Background: an optimization exercise with open tools, aiming at small area, a short achievable clock period and few clock cycles. Do not read the settings as production practice. The RTL was checked by simulation tests, not by an equivalence proof against the original design.

==> run a <==
Design MulDiv, start of the top module:
module MulDiv(input clk, input reset,
    output io_req_ready,
    input  io_req_valid,
    input [3:0] io_req_bits_fn,
    input  io_req_bits_dw,
    input [63:0] io_req_bits_in1,
    input [63:0] io_req_bits_in2,
    input [4:0] io_req_bits_tag,
    input  io_kill,
    input  io_resp_ready,
    output io_resp_valid,
    output[63:0] io_resp_bits_data,
    output[4:0] io_resp_bits_tag
);
  wire [3:0] fn = io_req_bits_fn;
  wire       dw = io_req_bits_dw;
  wire cmdMul    = ((fn & 4'h4) == 4'h0) | ((fn & 4'h8) == 4'h8);
  wire cmdHi     = ((fn & 4'h5) == 4'h1) | ((fn & 4'h2) == 4'h2) | ((fn & 4'h8) == 4'h8);
  wire lhsSigned = ((fn & 4'h9) == 4'h0) | ((fn & 4'h4) == 4'h0) | ((fn & 4'h3) == 4'h0);
  wire rhsSigned = ((fn & 4'h9) == 4'h0) | ((fn & 4'h4) == 4'h0);
  wire lhs_sign  = lhsSigned & (dw ? io_req_bits_in1[63] : io_req_bits_in1[31]);
  wire rhs_sign  = rhsSigned & (dw ? io_req_bits_in2[63] : io_req_bits_in2[31]);
  wire [63:0] lhs_ext = dw ? io_req_bits_in1 : {{32{lhs_sign}}, io_req_bits_in1[31:0]};
  wire [63:0] rhs_ext = dw ? io_req_bits_in2 : {{32{rhs_sign}}, io_req_bits_in2[31:0]};
  wire [63:0] a_mag = lhs_sign ? (64'h0 - lhs_ext) : lhs_ext;
  wire [63:0] b_mag = rhs_sign ? (64'h0 - rhs_ext) : rhs_ext;
  ...
clock: 12.0 ns
lec_check: 0
cap_margin: 20
core_margin: 2
core_utilization: 55
place_density: 0.72
setup_slack_margin: 4
slew_margin: 20
run.sh (not shown) runs the stock make flow with config.mk's settings and CLKGATE_MAP_FILE= SYNTH_SCRIPT=/design/flow/synth_recipe.tcl, a recipe that flattens the netlist after the stock synthesis.
==> run b (differences from run a) <==
Settings changed: CORE_UTILIZATION 55 to 40, PLACE_DENSITY 0.72 to 0.6, SETUP_SLACK_MARGIN 4 to 3.5.
==> qor summary <==
|  | run a | run b |
|---|---|---|
| Ratio of routed vias to standard cells | 6.72 | 6.12 |
| Cell Count Post-Placement | 8612 | 9248 |
| Hold wc startpoint | mtag[2] | mseq[1] |
| Final non-filler cell total | 8850 | 9418 |
| PostCTS Resize Cnt | 93 | 40 |
| Global-route wire length before repair | 394000 um | 393000 um |
| Time the final worst path needs with I/O delays and setup | 8200 ps | 8370 ps |
| Routed wl met2 | 113000 um | 116000 um |
| Number of antenna violations at the first check in global routing | 24 | 14 |
| Router iterations before antenna repair | 13 | 6 |
| Layout clock buffers | 88 | 84 |
| Slowest cell on crit path | sky130_fd_sc_hd__edfxtp_1 | sky130_fd_sc_hd__o211ai_1 |
| Worst Path Arrival | 5800 ps | 5970 ps |
| Met3 routing resource usage after global routing | 0.168 | 0.0892 |
| Worst path buffer plus inverter count | 2 | 3 |
| Setup bufs post-CTS | 48 | 11 |
| Critical path launch point | DB[36] | DB[13] |
| Outcome | timing/DRC/antenna clean | timing/DRC/antenna clean |
| Layout-stage area growth over the synthesis result | 11.8% | 11.5% |
Testbench counts of run a, summed over its fixed seeds: cycles 9,895.
Testbench counts of run b, summed over its fixed seeds: cycles 9,895.

---

==> inputs of job 8928 <==
==> flow/design.v <==
module MulDiv(input clk, input reset,
    output io_req_ready,
    input  io_req_valid,
    input [3:0] io_req_bits_fn,
    input  io_req_bits_dw,
    input [63:0] io_req_bits_in1,
    input [63:0] io_req_bits_in2,
    input [4:0] io_req_bits_tag,
    input  io_kill,
    input  io_resp_ready,
    output io_resp_valid,
    output[63:0] io_resp_bits_data,
    output[4:0] io_resp_bits_tag
);
  wire [3:0] fn = io_req_bits_fn;
  wire       dw = io_req_bits_dw;
  wire cmdMul    = ((fn & 4'h4) == 4'h0) | ((fn & 4'h8) == 4'h8);
  wire cmdHi     = ((fn & 4'h5) == 4'h1) | ((fn & 4'h2) == 4'h2) | ((fn & 4'h8) == 4'h8);
  wire lhsSigned = ((fn & 4'h9) == 4'h0) | ((fn & 4'h4) == 4'h0) | ((fn & 4'h3) == 4'h0);
  wire rhsSigned = ((fn & 4'h9) == 4'h0) | ((fn & 4'h4) == 4'h0);
  wire lhs_sign  = lhsSigned & (dw ? io_req_bits_in1[63] : io_req_bits_in1[31]);
  wire rhs_sign  = rhsSigned & (dw ? io_req_bits_in2[63] : io_req_bits_in2[31]);
  wire [63:0] lhs_ext = dw ? io_req_bits_in1 : {{32{lhs_sign}}, io_req_bits_in1[31:0]};
  wire [63:0] rhs_ext = dw ? io_req_bits_in2 : {{32{rhs_sign}}, io_req_bits_in2[31:0]};
  wire [63:0] a_mag = lhs_sign ? (64'h0 - lhs_ext) : lhs_ext;
  wire [63:0] b_mag = rhs_sign ? (64'h0 - rhs_ext) : rhs_ext;
  wire [63:0] a_est = lhs_ext ^ {64{lhs_sign}};
  wire [63:0] b_est = rhs_ext ^ {64{rhs_sign}};
  wire  [7:0] a_nz, b_nz, a_th, b_th;
  genvar gi;
  generate for (gi = 0; gi < 8; gi = gi + 1) begin : g_est
    assign a_nz[gi] = |a_est[8*gi+7:8*gi];
    assign b_nz[gi] = |b_est[8*gi+7:8*gi];
    assign a_th[gi] = |a_nz[7:gi];
    assign b_th[gi] = |b_nz[7:gi];
  end endgenerate
  wire swap = cmdMul & (|(a_th & ~b_th));
  reg        busy;       
  reg        isMul, isHi, isW, sA, sB;
  reg        prep;       
  reg  [5:0] cnt;        
  reg  [7:0] mm;         
  reg  [4:0] tag;
  reg [63:0] P;          
  reg [63:0] L;          
  reg [63:0] B;          
  reg        ov;         
  reg [63:0] od;
  reg        oneg, oinc, ow;
  reg  [4:0] otag;
  wire  [7:0] d = L[7:0];
  wire [71:0] p0 = d[0] ? {8'b0, B} : 72'h0;
  wire [71:0] p1 = d[1] ? {7'b0, B, 1'b0} : 72'h0;
  wire [71:0] p2 = d[2] ? {6'b0, B, 2'b0} : 72'h0;
  wire [71:0] p3 = d[3] ? {5'b0, B, 3'b0} : 72'h0;
  wire [71:0] p4 = d[4] ? {4'b0, B, 4'b0} : 72'h0;
  wire [71:0] p5 = d[5] ? {3'b0, B, 5'b0} : 72'h0;
  wire [71:0] p6 = d[6] ? {2'b0, B, 6'b0} : 72'h0;
  wire [71:0] p7 = d[7] ? {1'b0, B, 7'b0} : 72'h0;
  wire [71:0] px = {8'b0, P};
  wire [71:0] s1 = px ^ p0 ^ p1, c1 = ((px & p0) | (px & p1) | (p0 & p1)) << 1;
  wire [71:0] s2 = p2 ^ p3 ^ p4, c2 = ((p2 & p3) | (p2 & p4) | (p3 & p4)) << 1;
  wire [71:0] s3 = p5 ^ p6 ^ p7, c3 = ((p5 & p6) | (p5 & p7) | (p6 & p7)) << 1;
  wire [71:0] s4 = s1 ^ c1 ^ s2, c4 = ((s1 & c1) | (s1 & s2) | (c1 & s2)) << 1;
  wire [71:0] s5 = c2 ^ s3 ^ c3, c5 = ((c2 & s3) | (c2 & c3) | (s3 & c3)) << 1;
  wire [71:0] s6 = s4 ^ c4 ^ s5, c6 = ((s4 & c4) | (s4 & s5) | (c4 & s5)) << 1;
  wire [71:0] s7 = s6 ^ c6 ^ c5, c7 = ((s6 & c6) | (s6 & c5) | (c6 & c5)) << 1;
  wire [71:0] s;
  wire        s_co;
  MulDiv_add #(72) u_madd(.a(s7), .b(c7), .cin(1'b0), .sum(s), .cout(s_co));
  wire  [7:0] nzb;
  generate for (gi = 0; gi < 8; gi = gi + 1) begin : g_nzb
    assign nzb[gi] = |L[8*gi+7:8*gi];
  end endgenerate
  wire more = |(nzb[7:1] & mm[7:1]);
  wire [63:0] mP = s[71:8];
  wire [63:0] mL = {s[7:0], L[63:8]};
  wire        mul_last = ~more;
  wire  [2:0] t = cnt[2:0] - 3'd1;
  wire [127:0] win0 = isHi ? {64'h0, mP} : {mP, mL};
  wire [95:0]  win1 = t[2] ? win0[127:32] : win0[95:0];
  wire [79:0]  win2 = t[1] ? win1[95:16] : win1[79:0];
  wire [63:0]  win3 = t[0] ? win2[71:8] : win2[63:0];
  wire  [7:0] pzb;
  generate for (gi = 0; gi < 8; gi = gi + 1) begin : g_pzb
    assign pzb[gi] = ~|mP[8*gi+7:8*gi] | (gi >= t);
  end endgenerate
  wire lo_zero = (mL == 64'h0) & (&pzb);
  function [6:0] lzc64(input [63:0] x);
    reg [31:0] z1, c1;
    reg [15:0] z2; reg [31:0] c2;
    reg [7:0]  z3; reg [23:0] c3;
    reg [3:0]  z4; reg [15:0] c4;
    reg [1:0]  z5; reg [9:0]  c5;
    reg        z6; reg [5:0]  c6;
    integer i;
    begin
      for (i = 0; i < 32; i = i + 1) begin
        z1[i] = ~(x[2*i+1] | x[2*i]);
        c1[i] = ~x[2*i+1];
      end
      for (i = 0; i < 16; i = i + 1) begin
        z2[i] = z1[2*i+1] & z1[2*i];
        c2[2*i +: 2] = z1[2*i+1] ? {1'b1, c1[2*i]} : {1'b0, c1[2*i+1]};
      end
      for (i = 0; i < 8; i = i + 1) begin
        z3[i] = z2[2*i+1] & z2[2*i];
        c3[3*i +: 3] = z2[2*i+1] ? {1'b1, c2[2*(2*i) +: 2]} : {1'b0, c2[2*(2*i+1) +: 2]};
      end
      for (i = 0; i < 4; i = i + 1) begin
        z4[i] = z3[2*i+1] & z3[2*i];
        c4[4*i +: 4] = z3[2*i+1] ? {1'b1, c3[3*(2*i) +: 3]} : {1'b0, c3[3*(2*i+1) +: 3]};
      end
      for (i = 0; i < 2; i = i + 1) begin
        z5[i] = z4[2*i+1] & z4[2*i];
        c5[5*i +: 5] = z4[2*i+1] ? {1'b1, c4[4*(2*i) +: 4]} : {1'b0, c4[4*(2*i+1) +: 4]};
      end
      z6 = z5[1] & z5[0];
      c6 = z5[1] ? {1'b1, c5[4:0]} : {1'b0, c5[9:5]};
      lzc64 = z6 ? 7'd64 : {1'b0, c6};
    end
  endfunction
  wire [6:0] lzA = lzc64(L);
  wire [6:0] lzB = lzc64(B);
  wire       bzero = lzB[6];
  wire [6:0] dlt   = lzB - lzA;                     
  wire       dimm  = bzero | dlt[6];                
  wire [5:1] shh   = ~dlt[5:1];                     
  reg  [63:0] rot;
  always @(*) begin
    rot = L;
    if (shh[1]) rot = {rot[61:0], rot[63:62]};
    if (shh[2]) rot = {rot[59:0], rot[63:60]};
    if (shh[3]) rot = {rot[55:0], rot[63:56]};
    if (shh[4]) rot = {rot[47:0], rot[63:48]};
    if (shh[5]) rot = {rot[31:0], rot[63:32]};
  end
  wire [31:0] lm2 = ~({32{1'b1}} << shh);
  wire [63:0] lowmask;
  generate for (gi = 0; gi < 32; gi = gi + 1) begin : g_mask
    assign lowmask[2*gi+1:2*gi] = {2{lm2[gi]}};
  end endgenerate
  wire [63:0] pP = rot & lowmask;
  wire [63:0] pL = rot & ~lowmask;
  wire  [5:0] pcnt = {1'b0, dlt[5:1]} + 6'd1;
  wire [64:0] r2a  = {P, L[63]};
  wire [65:0] ta;
  wire        ta_co;
  MulDiv_add #(66) u_sa(.a({1'b0, r2a}), .b(~{2'b0, B}), .cin(1'b1), .sum(ta), .cout(ta_co));
  wire        qa   = ~ta[65];
  wire [64:0] ra   = qa ? ta[64:0] : r2a;
  wire [64:0] r2b  = {ra[63:0], L[62]};
  wire [65:0] tb;
  wire        tb_co;
  MulDiv_add #(66) u_sb(.a({1'b0, r2b}), .b(~{2'b0, B}), .cin(1'b1), .sum(tb), .cout(tb_co));
  wire        qb   = ~tb[65];
  wire [63:0] rb   = qb ? tb[63:0] : r2b[63:0];
  wire [63:0] dL   = {L[61:0], qa, qb};
  wire        div_last = prep ? dimm : (cnt == 6'd1);
  wire last     = isMul ? mul_last : div_last;
  wire oblock   = ov & ~io_resp_ready;
  wire ready    = ~busy | (last & ~oblock);
  wire fire     = io_req_valid & ready;
  wire complete = busy & last & ~oblock & ~io_kill;
  wire step     = busy & ~(last & oblock);
  assign io_req_ready = ready;
  assign io_resp_valid = ov;
  assign io_resp_bits_tag = otag;
  wire [63:0] ox = (od ^ {64{oneg}}) + {63'h0, oinc};
  assign io_resp_bits_data = ow ? {{32{ox[31]}}, ox[31:0]} : ox;
  reg [63:0] res;
  reg        rneg, rinc;
  always @(*) begin
    if (isMul) begin
      res  = win3;
      rneg = sA ^ sB;
      rinc = (sA ^ sB) & (~isHi | lo_zero);
    end else if (prep) begin
      res  = isHi ? L : (bzero ? {64{1'b1}} : 64'h0);
      rneg = isHi & sA;
      rinc = isHi & sA;
    end else begin
      res  = isHi ? rb : dL;
      rneg = isHi ? sA : (sA ^ sB);
      rinc = isHi ? sA : (sA ^ sB);
    end
  end
  always @(posedge clk) begin
    if (reset) begin
      busy <= 1'b0;
      ov   <= 1'b0;
    end else begin
      if (fire) busy <= 1'b1;
      else if (io_kill | complete) busy <= 1'b0;
      if (complete) ov <= 1'b1;
      else if (io_resp_ready) ov <= 1'b0;
    end
  end
  always @(posedge clk) begin
    if (complete) begin
      od   <= res;
      oneg <= rneg;
      oinc <= rinc;
      ow   <= isW;
      otag <= tag;
    end
  end
  always @(posedge clk) begin
    if (fire) begin
      isMul <= cmdMul;
      isHi  <= cmdHi;
      isW   <= ~dw;
      sA    <= lhs_sign;
      sB    <= rhs_sign;
      prep  <= ~cmdMul;
      cnt   <= cmdMul ? 6'd8 : 6'd0;
      mm    <= 8'hff;
      tag   <= io_req_bits_tag;
      P     <= 64'h0;
      L     <= swap ? b_mag : a_mag;
      B     <= swap ? a_mag : b_mag;
    end else if (step) begin
      if (isMul) begin
        P    <= mP;
        L    <= mL;
        cnt  <= cnt - 6'd1;
        mm   <= {1'b0, mm[7:1]};
      end else if (prep) begin
        prep <= 1'b0;
        P    <= pP;
        L    <= pL;
        cnt  <= pcnt;
      end else begin
        P    <= rb;
        L    <= dL;
        cnt  <= cnt - 6'd1;
      end
    end
  end
endmodule
module MulDiv_add #(parameter W = 64) (input [W-1:0] a, input [W-1:0] b, input cin,
                                        output [W-1:0] sum, output cout);
  reg [W-1:0] G, P, c;
  integer l, i;
  always @(*) begin
    G = a & b;
    P = a ^ b;
    G[0] = G[0] | (P[0] & cin);
    for (l = 1; l < W; l = l * 2)
      for (i = 2*l - 1; i < W; i = i + 2*l) begin
        G[i] = G[i] | (P[i] & G[i-l]);
        P[i] = P[i] & P[i-l];
      end
    for (l = 64; l >= 1; l = l / 2)
      for (i = 3*l - 1; i < W; i = i + 2*l)
        if (l < W) begin
          G[i] = G[i] | (P[i] & G[i-l]);
          P[i] = P[i] & P[i-l];
        end
    c = {G[W-2:0], cin};
  end
  assign sum = a ^ b ^ c;
  assign cout = G[W-1];
endmodule
==> flow/run.sh <==
#!/bin/bash
# synth_recipe.tcl (not shown) runs the flow's synth.tcl, then flattens the netlist and writes it again
# the make line also repeats each setting of config.mk as NAME=value (left out here)
make -C /OpenROAD-flow-scripts/flow DESIGN_CONFIG=/design/flow/config.mk WORK_HOME=/design/flow/orfs CLKGATE_MAP_FILE= SYNTH_SCRIPT=/design/flow/synth_recipe.tcl finish
==> flow/config.mk <==
export PLATFORM = sky130hd
export DESIGN_NAME = MulDiv
export DESIGN_NICKNAME = MulDiv
export VERILOG_FILES = /design/flow/design.v
export SDC_FILE = /design/flow/constraint.sdc
export NUM_CORES = 4
export LEC_CHECK = 0
export CAP_MARGIN = 20
export CORE_MARGIN = 2
export CORE_UTILIZATION = 40
export PLACE_DENSITY = 0.6
export SETUP_SLACK_MARGIN = 4.5
export SLEW_MARGIN = 20
==> flow/constraint.sdc <==
create_clock -name core_clock -period 12.0 [get_ports {clk}]
set_input_delay 2.4000 -clock core_clock [delete_from_list [all_inputs] [get_ports {clk}]]
set_output_delay 2.4000 -clock core_clock [all_outputs]
set_load 0.01 [all_outputs]
==> job 9971: changes against job 8928 <==
--- a/flow/design.v
+++ b/flow/design.v
@@ -40,2 +40,3 @@
   reg        prep;       
+  reg        tail;       
   reg  [5:0] cnt;        
@@ -50,3 +51,3 @@
   reg  [4:0] otag;
-  wire  [7:0] d = L[7:0];
+  wire  [7:0] d = tail ? 8'h00 : L[7:0];
   wire [71:0] p0 = d[0] ? {8'b0, B} : 72'h0;
@@ -75,15 +76,24 @@
   wire more = |(nzb[7:1] & mm[7:1]);
-  wire [63:0] mP = s[71:8];
-  wire [63:0] mL = {s[7:0], L[63:8]};
-  wire        mul_last = ~more;
-  wire  [2:0] t = cnt[2:0] - 3'd1;
-  wire [127:0] win0 = isHi ? {64'h0, mP} : {mP, mL};
-  wire [95:0]  win1 = t[2] ? win0[127:32] : win0[95:0];
-  wire [79:0]  win2 = t[1] ? win1[95:16] : win1[79:0];
-  wire [63:0]  win3 = t[0] ? win2[71:8] : win2[63:0];
-  wire  [7:0] pzb;
-  generate for (gi = 0; gi < 8; gi = gi + 1) begin : g_pzb
-    assign pzb[gi] = ~|mP[8*gi+7:8*gi] | (gi >= t);
-  end endgenerate
-  wire lo_zero = (mL == 64'h0) & (&pzb);
+  wire t32  = tail & (cnt[3:2] != 2'b00);            
+  wire t16  = tail & ~t32 & cnt[1];                  
+  reg  [63:0] mP;
+  reg  [63:0] mL;
+  reg   [5:0] mcnt;
+  always @(*) begin
+    if (t32) begin
+      mP = {32'h0, P[63:32]};
+      mL = {P[31:0], L[63:32]};
+      mcnt = cnt - 6'd4;
+    end else if (t16) begin
+      mP = {16'h0, P[63:16]};
+      mL = {P[15:0], L[63:16]};
+      mcnt = cnt - 6'd2;
+    end else begin
+      mP = s[71:8];
+      mL = {s[7:0], L[63:8]};
+      mcnt = cnt - 6'd1;
+    end
+  end
+  wire mul_last = (mcnt == 6'd0);
+  wire mul_tail_next = tail | ~more;
   function [6:0] lzc64(input [63:0] x);
@@ -174,5 +184,5 @@
     if (isMul) begin
-      res  = win3;
+      res  = isHi ? mP : (isW ? {32'h0, mL[63:32]} : mL);
       rneg = sA ^ sB;
-      rinc = (sA ^ sB) & (~isHi | lo_zero);
+      rinc = (sA ^ sB) & (~isHi | (mL == 64'h0));
     end else if (prep) begin
@@ -215,3 +225,4 @@
       prep  <= ~cmdMul;
-      cnt   <= cmdMul ? 6'd8 : 6'd0;
+      tail  <= 1'b0;
+      cnt   <= dw ? 6'd8 : 6'd4;
       mm    <= 8'hff;
@@ -225,3 +236,4 @@
         L    <= mL;
-        cnt  <= cnt - 6'd1;
+        cnt  <= mcnt;
+        tail <= mul_tail_next;
         mm   <= {1'b0, mm[7:1]};
- SETUP_SLACK_MARGIN: 4.5 -> 5
==> notes <==
Between job 9971 and job 8928, the lower wire length is in job 8928 (gap 10%, measured against job 8928).
Global-route usage: job 9971 is higher than job 8928 (5.8 points).
Via count: job 8928 is smaller than job 9971 (about 1.7%).
Non-clock buffer count: job 9971 is higher than job 8928 (83).
Job 8928 ran to the end with no violations. Job 9971 finished with capacitance limit, slew limit left.
Setup slack: job 9971 is higher than job 8928 (30 ps).
Between job 8928 and job 9971, the lower worst hold slack is in job 9971 (gap 5.0 ps).
==> figures <==
	job 9971	job 8928
Simple-gate area share of the yosys netlist	18.02%	18.55%
Adder and majority gate portion of the synthesized area	24.88%	24.73%
Detail-routed net length per standard cell	39.04 um	35.90 um
Layout cell share with drive strength beyond 1	18.39%	15.92%
Area inside the core boundary	135500 um2	135800 um2
Met1 track demand over resource	59.81%	53.17%
Routability-driven placement congestion ratio	1.112	1.122
Crit path capture type	primary output	flip-flop
Run status	finished with violations	timing/DRC/antenna clean
Violated checks	capacitance limit, slew limit	-
Overall via count from detail_route	60150	59100
Post-CTS Resized	649	346
Capturing instance or port of the critical path	io_req_ready	od[14]$_DFFE_PP_
Total routed wire length on the met1 layer	128.1 mm	115.8 mm
Maximum number of pins on one net before global-route repair	155	148
Non-clock inverter total of the final layout	813	713
DR iter-0 viols	8704	8425
Number of instances in the placed design	8522	8463
Final worst path period need	7781 ps	7811 ps
Testbench counts of job 8928, summed over its fixed seeds: cycles 11,700.
Testbench counts of job 9971, summed over its fixed seeds: cycles 13,644.

what the ideal ports hide:
In the flow no input, the clock included, has a driving cell. The finished layouts below were timed again as built, in two steps.
Step 1 (the two cells are an assumption about what drives the block):
set clk [get_ports {clk}]
set_driving_cell -lib_cell sky130_fd_sc_hd__clkbuf_16 $clk
set_driving_cell -lib_cell sky130_fd_sc_hd__buf_2 [delete_from_list [all_inputs] $clk]
Step 2 times the ports against the registers' clock, not the clock port: input delays grow and output delays shrink by t, the midpoint of the rising clock arrivals with the driver on.
Three values: ideal, step 1, step 2; two values: the first two.
run | shift t [ns] | slack for setup (ns) | worst setup path at the end | latest minus earliest clock arrival (ns) | slew at the worst register clock pin (ns)
run a | 0.760 | 3.798 / 3.720 / 3.239 | input to register | 0.045 / 0.045 | 0.07 / 0.07
run b | 0.770 | 3.630 / 3.544 / 3.756 | register to register | 0.057 / 0.057 | 0.08 / 0.08
job 8928 | 0.754 | 4.189 / 4.189 / 4.189 | register to register | 0.047 / 0.047 | 0.08 / 0.08
job 9971 | 0.742 | 4.219 / 4.147 / 4.258 | register to register | 0.030 / 0.031 | 0.07 / 0.07
The setup slack of run a, which loses most, moves by -0.078 ns with the drivers and by -0.559 ns with both steps.
